Background: an optimization exercise with open tools, aiming at small area. Do not read the settings as production practice.
The RTL was checked by simulation tests, not by an equivalence proof against the original design.
Power and IR drop assume default switching activity.

==> inputs of wip/juniper <==
==> flow/design.v <==
`timescale 1ns / 1ps
module shr(
   input        clk,
   input        rst,
   input        din,      
   input        sh,       
   input        ld,       
   input  [7:0] ld_data,  
   output       dout,     
   output [7:0] dstr      
);
reg [7:0] shr;
always @ (posedge clk)
begin
   if(rst)
      shr <= 8'b0;
   else if(ld)
      shr <= ld_data;
   else if(sh)
      shr <= {din, shr[7:1]};
end
assign dstr = {din, shr[7:1]};
assign dout = shr[0];
endmodule
`timescale 1ns / 1ps
module fifo_cell (
   input  w,
   input  wn,
   input  d,
   input  q,
   output y
);
assign y = ~((wn | d) & (w | q));
endmodule
module srl_fifo #(
   parameter WIDTH=8
   ) (
   input              clk,
   input              rst,
   input              phase,
   input              wr,
   input              rd,
   input  [WIDTH-1:0] din,
   output [WIDTH-1:0] dout,
   output             empty,
   output             full
);
wire             w  = wr;
wire             wn = ~wr;
wire [WIDTH-1:0] din_x = din ^ {WIDTH{phase}};
reg  [WIDTH-1:0] mem [15:0];
wire [WIDTH-1:0] nxt [15:0];
genvar i, b;
generate
   for (i = 0; i < 16; i = i + 1) begin : g_ent
      for (b = 0; b < WIDTH; b = b + 1) begin : g_bit
         fifo_cell u_cell (
            .w(w), .wn(wn),
            .d(i == 0 ? din_x[b] : mem[i == 0 ? 0 : i-1][b]),
            .q(mem[i][b]),
            .y(nxt[i][b])
         );
      end
      always @ (posedge clk)
         mem[i] <= nxt[i];
   end
endgenerate
reg [4:0] addr;
always @ (posedge clk)
begin
   if (rst)
      addr <= 5'h1F;
   else if (wr & ~rd)
      addr <= addr + 1'b1;
   else if (~wr & rd)
      addr <= addr - 1'b1;
end
assign empty = addr[4];
assign full  = ~addr[4] & (&addr[3:0]);
integer k;
reg [WIDTH-1:0] rdata;
always @*
begin
   rdata = {WIDTH{1'b0}};
   for (k = 0; k < 16; k = k + 1)
      rdata = rdata | (mem[k] & {WIDTH{addr[3:0] == k}});
end
assign dout = rdata ^ {WIDTH{phase}};
endmodule
`timescale 1ns / 1ps
module spi_if(
   input         clk,       
   input         rst,       
   input  [10:0] din,      
   input         cmd,      
   input         wr,       
   input         rd,       
   output [ 8:0] dout,     
   output        ack,      
   output        spi_mosi,
   output        spi_sck,
   output        spi_ss,
   input         spi_miso
);
reg [1:0] spi_mode;        
reg       spi_endianness;  
reg [7:0] spi_baudrate;    
always @ (posedge clk)
begin
   if(rst) begin
      spi_mode       <= 2'b0;
      spi_endianness <= 1'b0;
      spi_baudrate   <= 8'b0;
   end
   else if(cmd) begin
      spi_mode       <= din[ 1:0];
      spi_endianness <= din[ 2:2];
      spi_baudrate   <= din[10:3];
   end
end
reg phase;
always @ (posedge clk)
begin
   if (rst)
      phase <= 1'b0;
   else
      phase <= ~phase;
end
wire sck_cntr_en = ~spi_ss;
reg [7:0] sck_cntr;
wire sck_match = (sck_cntr == spi_baudrate);
always @ (posedge clk)
begin
   if (rst)
      sck_cntr <= 8'b0;
   else if(sck_match)
      sck_cntr <= 8'b0;
   else if(sck_cntr_en)
      sck_cntr <= sck_cntr + 1'b1;
end
reg spi_sck_reg;
always @ (posedge clk)
begin
   if (rst)
      spi_sck_reg <= 1'b0;
   else if(~sck_cntr_en)
      spi_sck_reg <= 1'b0;
   else if(sck_match)
      spi_sck_reg <= ~spi_sck_reg;
end
assign spi_sck = (spi_mode[1] == 1'b0) ? (spi_sck_reg & ~spi_ss) : (~spi_sck_reg & spi_ss);
wire sck_tick     = sck_match & sck_cntr_en;
wire spi_sck_rise = ~spi_sck_reg & sck_tick;
wire spi_sck_fall =  spi_sck_reg & sck_tick;
wire spi_step     = spi_mode[0] ? spi_sck_rise : spi_sck_fall;
reg [3:0] state;
localparam S_IDLE = 4'b0000;    
localparam S_DATA = 4'b0001;    
localparam S_ZERO = 4'b0010;    
localparam S_LAST = 4'b1001;    
localparam S_STOP = 4'b1010;    
localparam S_WAIT = 4'b1011;    
wire wr_fifo_empty, wr_fifo_full;
wire [10:0] wr_fifo_dout;
reg spi_tx_stop, spi_rx;
wire st_idle = (state == S_IDLE);
wire st_last = (state == S_LAST);
wire st_stop = (state == S_STOP);
wire start_tx = st_idle & ~wr_fifo_empty & wr_fifo_dout[8];
wire stop_tx  = spi_mode[0] ? (st_last & spi_sck_rise & spi_tx_stop)
                            : (st_stop & spi_sck_rise);
wire read_rx  = st_last & spi_step;
wire next_tx  = read_rx & ~wr_fifo_empty & ~spi_tx_stop;
wire spi_load = start_tx | next_tx;
always @ (posedge clk)
begin
   if(rst)
      state <= S_IDLE;
   else begin
      case(state)
         S_IDLE: begin
            if (start_tx)
               state <= spi_mode[0] ? S_DATA : S_ZERO;
         end
         S_LAST: begin
            if (spi_step) begin
               if (~spi_tx_stop)
                  state <= wr_fifo_empty ? S_WAIT : S_ZERO;
               else
                  state <= spi_mode[0] ? S_IDLE : S_STOP;
            end
         end
         S_WAIT: begin
            if (~wr_fifo_empty)
               state <= S_ZERO;
         end
         S_STOP: begin
            if (spi_sck_rise)
               state <= S_IDLE;
         end
         default: begin
            if (spi_step)
               state <= state + 1'b1;
         end
      endcase
   end
end
wire spi_shr_sh = (state >= S_ZERO) & (state < S_LAST) & spi_step;
wire wr_fifo_wr = wr & ~wr_fifo_full;
srl_fifo #(
   .WIDTH(11)
) wr_fifo (
   .clk(clk),
   .rst(rst),
   .phase(phase),
   .wr(wr_fifo_wr),
   .rd(spi_load),
   .din(din),
   .dout(wr_fifo_dout),
   .empty(wr_fifo_empty),
   .full(wr_fifo_full)
);
wire [7:0] wr_fifo_dout_ordered = spi_endianness ? wr_fifo_dout[7:0]
                                                 : {wr_fifo_dout[0], wr_fifo_dout[1],
                                                    wr_fifo_dout[2], wr_fifo_dout[3],
                                                    wr_fifo_dout[4], wr_fifo_dout[5],
                                                    wr_fifo_dout[6], wr_fifo_dout[7]};
always @ (posedge clk)
begin
   if(spi_load) begin
      spi_tx_stop  <= wr_fifo_dout[ 9];
      spi_rx       <= wr_fifo_dout[10];
   end
end
wire [7:0] spi_shr_dout;
wire [7:0] spi_shr_dout_ordered;
wire rd_fifo_empty, rd_fifo_full;
wire [7:0] rd_fifo_dout;
reg  rd_fifo_rd;
wire rd_fifo_wr = read_rx & ~rd_fifo_full & spi_rx;
srl_fifo #(
   .WIDTH(8)
) rd_fifo (
   .clk(clk),
   .rst(rst),
   .phase(phase),
   .wr(rd_fifo_wr),
   .rd(rd_fifo_rd),
   .din(spi_shr_dout_ordered),
   .dout(rd_fifo_dout),
   .empty(rd_fifo_empty),
   .full(rd_fifo_full)
);
assign dout = {rd_fifo_empty, rd_fifo_dout & {8{~rd_fifo_empty}}};
always @ (posedge clk)
begin
   if(rst)
      rd_fifo_rd <= 1'b0;
   else
      rd_fifo_rd <= (rd & ~rd_fifo_empty);
end
reg ack_reg;
always @ (posedge clk)
begin
   if(rst)
      ack_reg <= 1'b0;
   else
      ack_reg <= wr_fifo_wr | rd | cmd;
end
assign ack = ack_reg;
shr spi_shr (
   .clk(clk),
   .rst(rst),
   .din(spi_miso),
   .sh(spi_shr_sh),
   .ld(spi_load),
   .ld_data(wr_fifo_dout_ordered),
   .dout(spi_mosi),
   .dstr(spi_shr_dout)
);
assign spi_shr_dout_ordered = spi_endianness ? spi_shr_dout[7:0]
                                             : {spi_shr_dout[0], spi_shr_dout[1],
                                                spi_shr_dout[2], spi_shr_dout[3],
                                                spi_shr_dout[4], spi_shr_dout[5],
                                                spi_shr_dout[6], spi_shr_dout[7]};
reg spi_ss_reg;  
always @ (posedge clk)
begin
   if(rst)
      spi_ss_reg <= 1'b1;
   else if(stop_tx)
      spi_ss_reg <= 1'b1;
   else if(start_tx)
      spi_ss_reg <= 1'b0;
end
assign spi_ss = spi_ss_reg;
endmodule
`timescale 1ns / 1ps
module wishbone_if(
   input         clk,       
   input         rst,       
   input  [31:0] wb_addr,   
   input         wb_we,     
   input         wb_stb,   
   input         wb_cyc,   
   input  [31:0] wb_dout,   
   output [31:0] wb_din,    
   output        wb_ack,    
   output [10:0] dout,      
   output        cmd,       
   output        wr,        
   output        rd,        
   input  [ 8:0] din,       
   input         ack        
);
wire select = wb_stb & wb_cyc;
reg [1:0] select_reg;
always @ (posedge clk)
begin
   if(rst)
      select_reg <= 2'b0;
   else
      select_reg <= {select_reg[0], select};
end
wire select_rise = select_reg[0] & ~select_reg[1];
wire addr_base = ~(|wb_addr[31:6]) & ~(|wb_addr[3:0]);
wire addr_data = addr_base & ~wb_addr[5] &  wb_addr[4];
wire addr_cmd  = addr_base &  wb_addr[5] & ~wb_addr[4];
assign wb_din = {23'b0, din & {9{select & ~wb_we & ack}}};
assign wb_ack = select & ack;
assign dout   = wb_dout[10:0] & {11{select}};
assign cmd    = addr_cmd  & select_rise &  wb_we;
assign wr     = addr_data & select_rise &  wb_we;
assign rd     = addr_data & select_rise & ~wb_we;
endmodule
`timescale 1ns / 1ps
module top_level(
   input         clk,
   input         rst,
   input  [31:0] wb_addr,   
   input         wb_we,     
   input         wb_stb,   
   input         wb_cyc,   
   input  [31:0] wb_dout,   
   output [31:0] wb_din,    
   output        wb_ack,    
   output        spi_mosi,
   output        spi_sck,
   output        spi_ss,
   input         spi_miso
);
wire [10:0] dout;
wire [ 8:0] din;
wire cmd, wr, rd, ack;
wishbone_if wishbone_interface (
   .clk(clk), 
   .rst(rst), 
   .wb_addr(wb_addr), 
   .wb_we(wb_we), 
   .wb_stb(wb_stb), 
   .wb_cyc(wb_cyc), 
   .wb_dout(wb_dout), 
   .wb_din(wb_din), 
   .wb_ack(wb_ack), 
   .dout(dout), 
   .cmd(cmd), 
   .wr(wr), 
   .rd(rd), 
   .din(din), 
   .ack(ack)
);
spi_if spi_interface (
   .clk(clk),
   .rst(rst),
   .din(dout),
   .cmd(cmd),
   .wr(wr),
   .rd(rd),
   .dout(din),
   .ack(ack),
   .spi_mosi(spi_mosi),
   .spi_sck(spi_sck),
   .spi_ss(spi_ss),
   .spi_miso(spi_miso)
);
endmodule
==> flow/flow/run.sh <==
#!/bin/bash
# Own flow: the standard layout, but synthesis maps logic with an
# area-oriented ABC script (flow/area.abc). Each tool's output goes to a log
# file in the work folder.
set -euo pipefail
W=$(pwd)
export OWN_WORK=$W
export OWN_ABC_SCRIPT=$W/flow/area.abc
make -C "$FLOW_HOME" DESIGN_CONFIG="$W/config.mk" WORK_HOME="$W/orfs" CLKGATE_MAP_FILE= \
  SYNTH_SCRIPT="$W/flow/own_synth.tcl" synth > "$W/own_synth.log" 2>&1
bash standard.sh > "$W/standard.log" 2>&1
==> flow/flow/area.abc <==
strash
dch
amap
topo
==> flow/flow/own_synth.tcl <==
proc abc {args} {
  set i [lsearch -exact $args -script]
  if {$i >= 0} { lset args [expr {$i + 1}] $::env(OWN_ABC_SCRIPT) }
  yosys abc {*}$args
}
source $::env(OWN_WORK)/synth_recipe.tcl
==> flow/standard.sh <==
#!/bin/bash
# synth_recipe.tcl (not shown) runs the flow's synth.tcl, then flattens the netlist and writes it again
# the make line also repeats each setting of config.mk as NAME=value (left out here)
make -C /OpenROAD-flow-scripts/flow DESIGN_CONFIG=/design/flow/config.mk WORK_HOME=/design/flow/orfs CLKGATE_MAP_FILE= SYNTH_SCRIPT=/design/flow/synth_recipe.tcl "${@:-finish}"
==> flow/config.mk <==
export PLATFORM = sky130hd
export DESIGN_NAME = top_level
export DESIGN_NICKNAME = top_level
export VERILOG_FILES = /design/flow/design.v
export SDC_FILE = /design/flow/constraint.sdc
export NUM_CORES = 4
export LEC_CHECK = 0
export ABC_AREA = 1
export CAP_MARGIN = 20
export CORE_MARGIN = 2
export CORE_UTILIZATION = 40
export SLEW_MARGIN = 20
==> flow/constraint.sdc <==
create_clock -name core_clock -period 3.5 [get_ports {clk}]
set_input_delay 0.7000 -clock core_clock [delete_from_list [all_inputs] [get_ports {clk}]]
set_output_delay 0.7000 -clock core_clock [all_outputs]
set_load 0.01 [all_outputs]
==> wip/umber: changes against wip/juniper <==
--- a/flow/design.v
+++ b/flow/design.v
@@ -32,6 +32,22 @@
 );
 assign y = ~((wn | d) & (w | q));
 endmodule
+module fifo_rsel (
+   input  sn0,
+   input  q0,
+   input  sn1,
+   input  q1,
+   output y
+);
+assign y = ~((sn0 | q0) & (sn1 | q1));
+endmodule
+module fifo_rout (
+   input  [7:0] t,
+   input        phase,
+   output       y
+);
+assign y = ~((|t) ^ phase);
+endmodule
 module srl_fifo #(
    parameter WIDTH=8
    ) (
@@ -50,9 +66,23 @@
 wire [WIDTH-1:0] din_x = din ^ {WIDTH{phase}};
 reg  [WIDTH-1:0] mem [15:0];
 wire [WIDTH-1:0] nxt [15:0];
+reg [4:0] addr;
+always @ (posedge clk)
+begin
+   if (rst)
+      addr <= 5'h1F;
+   else if (wr & ~rd)
+      addr <= addr + 1'b1;
+   else if (~wr & rd)
+      addr <= addr - 1'b1;
+end
+assign empty = addr[4];
+assign full  = ~addr[4] & (&addr[3:0]);
+wire [15:0] seln;
 genvar i, b;
 generate
    for (i = 0; i < 16; i = i + 1) begin : g_ent
+      assign seln[i] = ~(addr[3:0] == i);
       for (b = 0; b < WIDTH; b = b + 1) begin : g_bit
          fifo_cell u_cell (
             .w(w), .wn(wn),
@@ -64,28 +94,18 @@
       always @ (posedge clk)
          mem[i] <= nxt[i];
    end
+   for (b = 0; b < WIDTH; b = b + 1) begin : g_rd
+      wire [7:0] t;
+      for (i = 0; i < 8; i = i + 1) begin : g_pair
+         fifo_rsel u_sel (
+            .sn0(seln[2*i]),   .q0(mem[2*i][b]),
+            .sn1(seln[2*i+1]), .q1(mem[2*i+1][b]),
+            .y(t[i])
+         );
+      end
+      fifo_rout u_out (.t(t), .phase(phase), .y(dout[b]));
+   end
 endgenerate
-reg [4:0] addr;
-always @ (posedge clk)
-begin
-   if (rst)
-      addr <= 5'h1F;
-   else if (wr & ~rd)
-      addr <= addr + 1'b1;
-   else if (~wr & rd)
-      addr <= addr - 1'b1;
-end
-assign empty = addr[4];
-assign full  = ~addr[4] & (&addr[3:0]);
-integer k;
-reg [WIDTH-1:0] rdata;
-always @*
-begin
-   rdata = {WIDTH{1'b0}};
-   for (k = 0; k < 16; k = k + 1)
-      rdata = rdata | (mem[k] & {WIDTH{addr[3:0] == k}});
-end
-assign dout = rdata ^ {WIDTH{phase}};
 endmodule
 `timescale 1ns / 1ps
 module spi_if(
- SYNTH_HIERARCHICAL: not set -> 1
==> wip/xenon: changes against wip/juniper <==
--- a/flow/design.v
+++ b/flow/design.v
@@ -1,26 +1,47 @@
 `timescale 1ns / 1ps
+module shr_cell (
+   input  cl,
+   input  l,
+   input  cs,
+   input  s,
+   input  ch,
+   input  q,
+   output y
+);
+assign y = ~((cl & l) | (cs & s) | (ch & q));
+endmodule
 module shr(
    input        clk,
    input        rst,
-   input        din,      
+   input        phase,
+   input        mx,       
    input        sh,       
    input        ld,       
-   input  [7:0] ld_data,  
+   input  [7:0] ld_x,     
    output       dout,     
-   output [7:0] dstr      
+   output [7:0] dstr_x    
 );
-reg [7:0] shr;
+reg  [7:0] r;
+wire [7:0] nxt;
+wire [7:0] sh_x = {mx, r[7:1]};
+wire cl = ld & ~rst;
+wire cs = sh & ~ld & ~rst;
+wire ch = ~sh & ~ld & ~rst;
+genvar i;
+generate
+   for (i = 0; i < 8; i = i + 1) begin : g_bit
+      shr_cell u_cell (
+         .cl(cl), .l(ld_x[i]),
+         .cs(cs), .s(sh_x[i]),
+         .ch(ch), .q(r[i]),
+         .y(nxt[i])
+      );
+   end
+endgenerate
 always @ (posedge clk)
-begin
-   if(rst)
-      shr <= 8'b0;
-   else if(ld)
-      shr <= ld_data;
-   else if(sh)
-      shr <= {din, shr[7:1]};
-end
-assign dstr = {din, shr[7:1]};
-assign dout = shr[0];
+   r <= nxt;
+assign dstr_x = sh_x;
+assign dout   = r[0] ^ phase;
 endmodule
 `timescale 1ns / 1ps
 module fifo_cell (
@@ -32,39 +53,52 @@
 );
 assign y = ~((wn | d) & (w | q));
 endmodule
+module fifo_cell3 (
+   input  wa,
+   input  a,
+   input  wb,
+   input  b,
+   input  wn,
+   input  q,
+   output y
+);
+assign y = ~((wa & a) | (wb & b) | (wn & q));
+endmodule
+module fifo_rsel (
+   input  sn0,
+   input  q0,
+   input  sn1,
+   input  q1,
+   output y
+);
+assign y = ~((sn0 | q0) & (sn1 | q1));
+endmodule
+module fifo_or8 (
+   input  [7:0] t,
+   output       y
+);
+assign y = |t;
+endmodule
 module srl_fifo #(
-   parameter WIDTH=8
+   parameter WIDTH=8,
+   parameter REV=0
    ) (
    input              clk,
    input              rst,
-   input              phase,
    input              wr,
    input              rd,
-   input  [WIDTH-1:0] din,
-   output [WIDTH-1:0] dout,
+   input              rev,
+   input  [WIDTH-1:0] din_x,
+   output [WIDTH-1:0] dor,
    output             empty,
    output             full
 );
-wire             w  = wr;
-wire             wn = ~wr;
-wire [WIDTH-1:0] din_x = din ^ {WIDTH{phase}};
+wire w   = wr;
+wire wn  = ~wr;
+wire wa  = wr & ~rev;
+wire wb  = wr &  rev;
 reg  [WIDTH-1:0] mem [15:0];
 wire [WIDTH-1:0] nxt [15:0];
-genvar i, b;
-generate
-   for (i = 0; i < 16; i = i + 1) begin : g_ent
-      for (b = 0; b < WIDTH; b = b + 1) begin : g_bit
-         fifo_cell u_cell (
-            .w(w), .wn(wn),
-            .d(i == 0 ? din_x[b] : mem[i == 0 ? 0 : i-1][b]),
-            .q(mem[i][b]),
-            .y(nxt[i][b])
-         );
-      end
-      always @ (posedge clk)
-         mem[i] <= nxt[i];
-   end
-endgenerate
 reg [4:0] addr;
 always @ (posedge clk)
 begin
@@ -77,15 +111,43 @@
 end
 assign empty = addr[4];
 assign full  = ~addr[4] & (&addr[3:0]);
-integer k;
-reg [WIDTH-1:0] rdata;
-always @*
-begin
-   rdata = {WIDTH{1'b0}};
-   for (k = 0; k < 16; k = k + 1)
-      rdata = rdata | (mem[k] & {WIDTH{addr[3:0] == k}});
-end
-assign dout = rdata ^ {WIDTH{phase}};
+wire [15:0] seln;
+genvar i, b;
+generate
+   for (i = 0; i < 16; i = i + 1) begin : g_ent
+      assign seln[i] = ~(addr[3:0] == i);
+      for (b = 0; b < WIDTH; b = b + 1) begin : g_bit
+         if (i == 0 && REV != 0 && b < 8) begin : g_rev
+            fifo_cell3 u_cell (
+               .wa(wa), .a(din_x[b]),
+               .wb(wb), .b(din_x[7-b]),
+               .wn(wn), .q(mem[0][b]),
+               .y(nxt[0][b])
+            );
+         end else begin : g_fwd
+            fifo_cell u_cell (
+               .w(w), .wn(wn),
+               .d(i == 0 ? din_x[b] : mem[i == 0 ? 0 : i-1][b]),
+               .q(mem[i][b]),
+               .y(nxt[i][b])
+            );
+         end
+      end
+      always @ (posedge clk)
+         mem[i] <= nxt[i];
+   end
+   for (b = 0; b < WIDTH; b = b + 1) begin : g_rd
+      wire [7:0] t;
+      for (i = 0; i < 8; i = i + 1) begin : g_pair
+         fifo_rsel u_sel (
+            .sn0(seln[2*i]),   .q0(mem[2*i][b]),
+            .sn1(seln[2*i+1]), .q1(mem[2*i+1][b]),
+            .y(t[i])
+         );
+      end
+      fifo_or8 u_or (.t(t), .y(dor[b]));
+   end
+endgenerate
 endmodule
 `timescale 1ns / 1ps
 module spi_if(
@@ -105,24 +167,27 @@
 reg [1:0] spi_mode;        
 reg       spi_endianness;  
 reg [7:0] spi_baudrate;    
+wire        cfg_ld   = cmd & ~rst;
+wire        cfg_hold = ~cmd & ~rst;
+wire [10:0] cfg_q    = {spi_baudrate, spi_endianness, spi_mode};
+wire [10:0] cfg_d;
+genvar gi;
+generate
+   for (gi = 0; gi < 11; gi = gi + 1) begin : g_cfg
+      cfg_cell u_cfg (.c1(cfg_ld), .d(din[gi]), .c2(cfg_hold), .q(cfg_q[gi]), .y(cfg_d[gi]));
+   end
+endgenerate
 always @ (posedge clk)
 begin
-   if(rst) begin
-      spi_mode       <= 2'b0;
-      spi_endianness <= 1'b0;
-      spi_baudrate   <= 8'b0;
-   end
-   else if(cmd) begin
-      spi_mode       <= din[ 1:0];
-      spi_endianness <= din[ 2:2];
-      spi_baudrate   <= din[10:3];
-   end
+   spi_mode       <= cfg_d[ 1:0];
+   spi_endianness <= cfg_d[ 2:2];
+   spi_baudrate   <= cfg_d[10:3];
 end
 reg phase;
 always @ (posedge clk)
 begin
    if (rst)
-      phase <= 1'b0;
+      phase <= 1'b1;
    else
       phase <= ~phase;
 end
@@ -207,19 +272,22 @@
 end
 wire spi_shr_sh = (state >= S_ZERO) & (state < S_LAST) & spi_step;
 wire wr_fifo_wr = wr & ~wr_fifo_full;
+wire [10:0] wr_fifo_or;
 srl_fifo #(
    .WIDTH(11)
 ) wr_fifo (
    .clk(clk),
    .rst(rst),
-   .phase(phase),
    .wr(wr_fifo_wr),
    .rd(spi_load),
-   .din(din),
-   .dout(wr_fifo_dout),
+   .rev(1'b0),
+   .din_x(din ^ {11{phase}}),
+   .dor(wr_fifo_or),
    .empty(wr_fifo_empty),
    .full(wr_fifo_full)
 );
+assign wr_fifo_dout[10:8] = ~(wr_fifo_or[10:8] ^ {3{phase}});
+assign wr_fifo_dout[7:0]  = ~wr_fifo_or[7:0];
 wire [7:0] wr_fifo_dout_ordered = spi_endianness ? wr_fifo_dout[7:0]
                                                  : {wr_fifo_dout[0], wr_fifo_dout[1],
                                                     wr_fifo_dout[2], wr_fifo_dout[3],
@@ -232,26 +300,26 @@
       spi_rx       <= wr_fifo_dout[10];
    end
 end
-wire [7:0] spi_shr_dout;
-wire [7:0] spi_shr_dout_ordered;
+wire [7:0] spi_shr_dstr_x;
 wire rd_fifo_empty, rd_fifo_full;
-wire [7:0] rd_fifo_dout;
+wire [7:0] rd_fifo_or;
 reg  rd_fifo_rd;
 wire rd_fifo_wr = read_rx & ~rd_fifo_full & spi_rx;
 srl_fifo #(
-   .WIDTH(8)
+   .WIDTH(8),
+   .REV(1)
 ) rd_fifo (
    .clk(clk),
    .rst(rst),
-   .phase(phase),
    .wr(rd_fifo_wr),
    .rd(rd_fifo_rd),
-   .din(spi_shr_dout_ordered),
-   .dout(rd_fifo_dout),
+   .rev(~spi_endianness),
+   .din_x(spi_shr_dstr_x),
+   .dor(rd_fifo_or),
    .empty(rd_fifo_empty),
    .full(rd_fifo_full)
 );
-assign dout = {rd_fifo_empty, rd_fifo_dout & {8{~rd_fifo_empty}}};
+assign dout = {rd_fifo_empty, ~(rd_fifo_or ^ {8{phase}}) & {8{~rd_fifo_empty}}};
 always @ (posedge clk)
 begin
    if(rst)
@@ -271,18 +339,14 @@
 shr spi_shr (
    .clk(clk),
    .rst(rst),
-   .din(spi_miso),
+   .phase(phase),
+   .mx(spi_miso ^ phase),
    .sh(spi_shr_sh),
    .ld(spi_load),
-   .ld_data(wr_fifo_dout_ordered),
+   .ld_x(wr_fifo_dout_ordered),
    .dout(spi_mosi),
-   .dstr(spi_shr_dout)
+   .dstr_x(spi_shr_dstr_x)
 );
-assign spi_shr_dout_ordered = spi_endianness ? spi_shr_dout[7:0]
-                                             : {spi_shr_dout[0], spi_shr_dout[1],
-                                                spi_shr_dout[2], spi_shr_dout[3],
-                                                spi_shr_dout[4], spi_shr_dout[5],
-                                                spi_shr_dout[6], spi_shr_dout[7]};
 reg spi_ss_reg;  
 always @ (posedge clk)
 begin
@@ -295,6 +359,15 @@
 end
 assign spi_ss = spi_ss_reg;
 endmodule
+module cfg_cell (
+   input  c1,
+   input  d,
+   input  c2,
+   input  q,
+   output y
+);
+assign y = (c1 & d) | (c2 & q);
+endmodule
 `timescale 1ns / 1ps
 module wishbone_if(
    input         clk,       
- SYNTH_HIERARCHICAL: not set -> 1
==> comparison table <==
Run status: wip/juniper finished with violations; wip/umber complete, no violations; wip/xenon complete, no violations
Layout check failures: wip/juniper setup timing; wip/umber -; wip/xenon -
Final Cell Area: wip/juniper 17400 µm²; wip/umber 16000 µm²; wip/xenon 15900 µm²
Xor/xnor share of the synthesized area: wip/juniper 0%; wip/umber 0%; wip/xenon -
Cell area power density: wip/juniper 472 nW/µm²; wip/umber 511 nW/µm²; wip/xenon 527 nW/µm²
Final clock skew: wip/juniper 0.0350 ns; wip/umber 0.0171 ns; wip/xenon 0.0214 ns
Max Fclk: wip/juniper 248 MHz; wip/umber 297 MHz; wip/xenon 297 MHz
Fin crit share: wip/juniper 115%; wip/umber 96.1%; wip/xenon 96.2%
Internal portion of total power: wip/juniper 6.39 mW; wip/umber 6.41 mW; wip/xenon 6.62 mW
Master of the slowest instance on the critical path: wip/juniper dfxtp_4; wip/umber or4_4; wip/xenon dfxtp_4
Worst Setup Slack, final: wip/juniper -0.528 ns; wip/umber 0.135 ns; wip/xenon 0.133 ns
Layout Area Growth over Synthesis: wip/juniper 34.7%; wip/umber 25.1%; wip/xenon 26.6%
Setup Slack @ Placement: wip/juniper -0.466 ns; wip/umber -0.621 ns; wip/xenon -0.591 ns
Area of the die: wip/juniper 33800 µm²; wip/umber 33500 µm²; wip/xenon 32900 µm²
Area fraction in and, or, nand and nor cells after synthesis: wip/juniper 10.2%; wip/umber 10.0%; wip/xenon -
Buffering overhead: wip/juniper 11.5%; wip/umber 8.24%; wip/xenon 9.27%
Crit path buf inv count: wip/juniper 4; wip/umber 2; wip/xenon 4
Cell type with the largest total area after synthesis: wip/juniper dfxtp_1; wip/umber dfxtp_1; wip/xenon -
Final WL: wip/juniper 35.4 mm; wip/umber 32.2 mm; wip/xenon 31.6 mm
DP Area: wip/juniper 15600 µm²; wip/umber 14600 µm²; wip/xenon 14300 µm²
Number of distinct library cells after synthesis: wip/juniper 43; wip/umber 35; wip/xenon -

==> re-timing with driven ports <==
The results above use ideal ports. As a check the final layouts listed here were re-extracted and re-timed, cells and wires unchanged. Step 1 sets driving cells, clkbuf_16 on the clock port and buf_2 on the other inputs (assumed; they add their load-dependent delay and slew). Step 2 moves the port delays by t, midway between the first and last clock arrival at a register: inputs arrive t later, outputs are due t later. That takes back most of the time a late clock gives input paths. Three values: ideal, step 1, step 2; two values: the first two.
| run | t, ns | slack for setup (ns) | worst setup path after step 2 | worst data-port slew with drivers (ns) | cell pins on the clock port's net |
|---|---|---|---|---|---|
| wip/juniper | 0.584 | -0.528 / -0.582 / -0.309 | input to register | 0.06 | 1 |
| wip/umber | 0.564 | 0.135 / 0.089 / -0.402 | input to register | 0.04 | 1 |
| wip/xenon | 0.557 | 0.133 / 0.084 / -0.381 | input to register | 0.04 | 1 |
With both steps, setup timing fails in wip/umber and wip/xenon, where it was met with ideal ports. The setup slack of wip/umber, which loses most, moves by -0.046 ns with the drivers and by -0.537 ns with both steps.
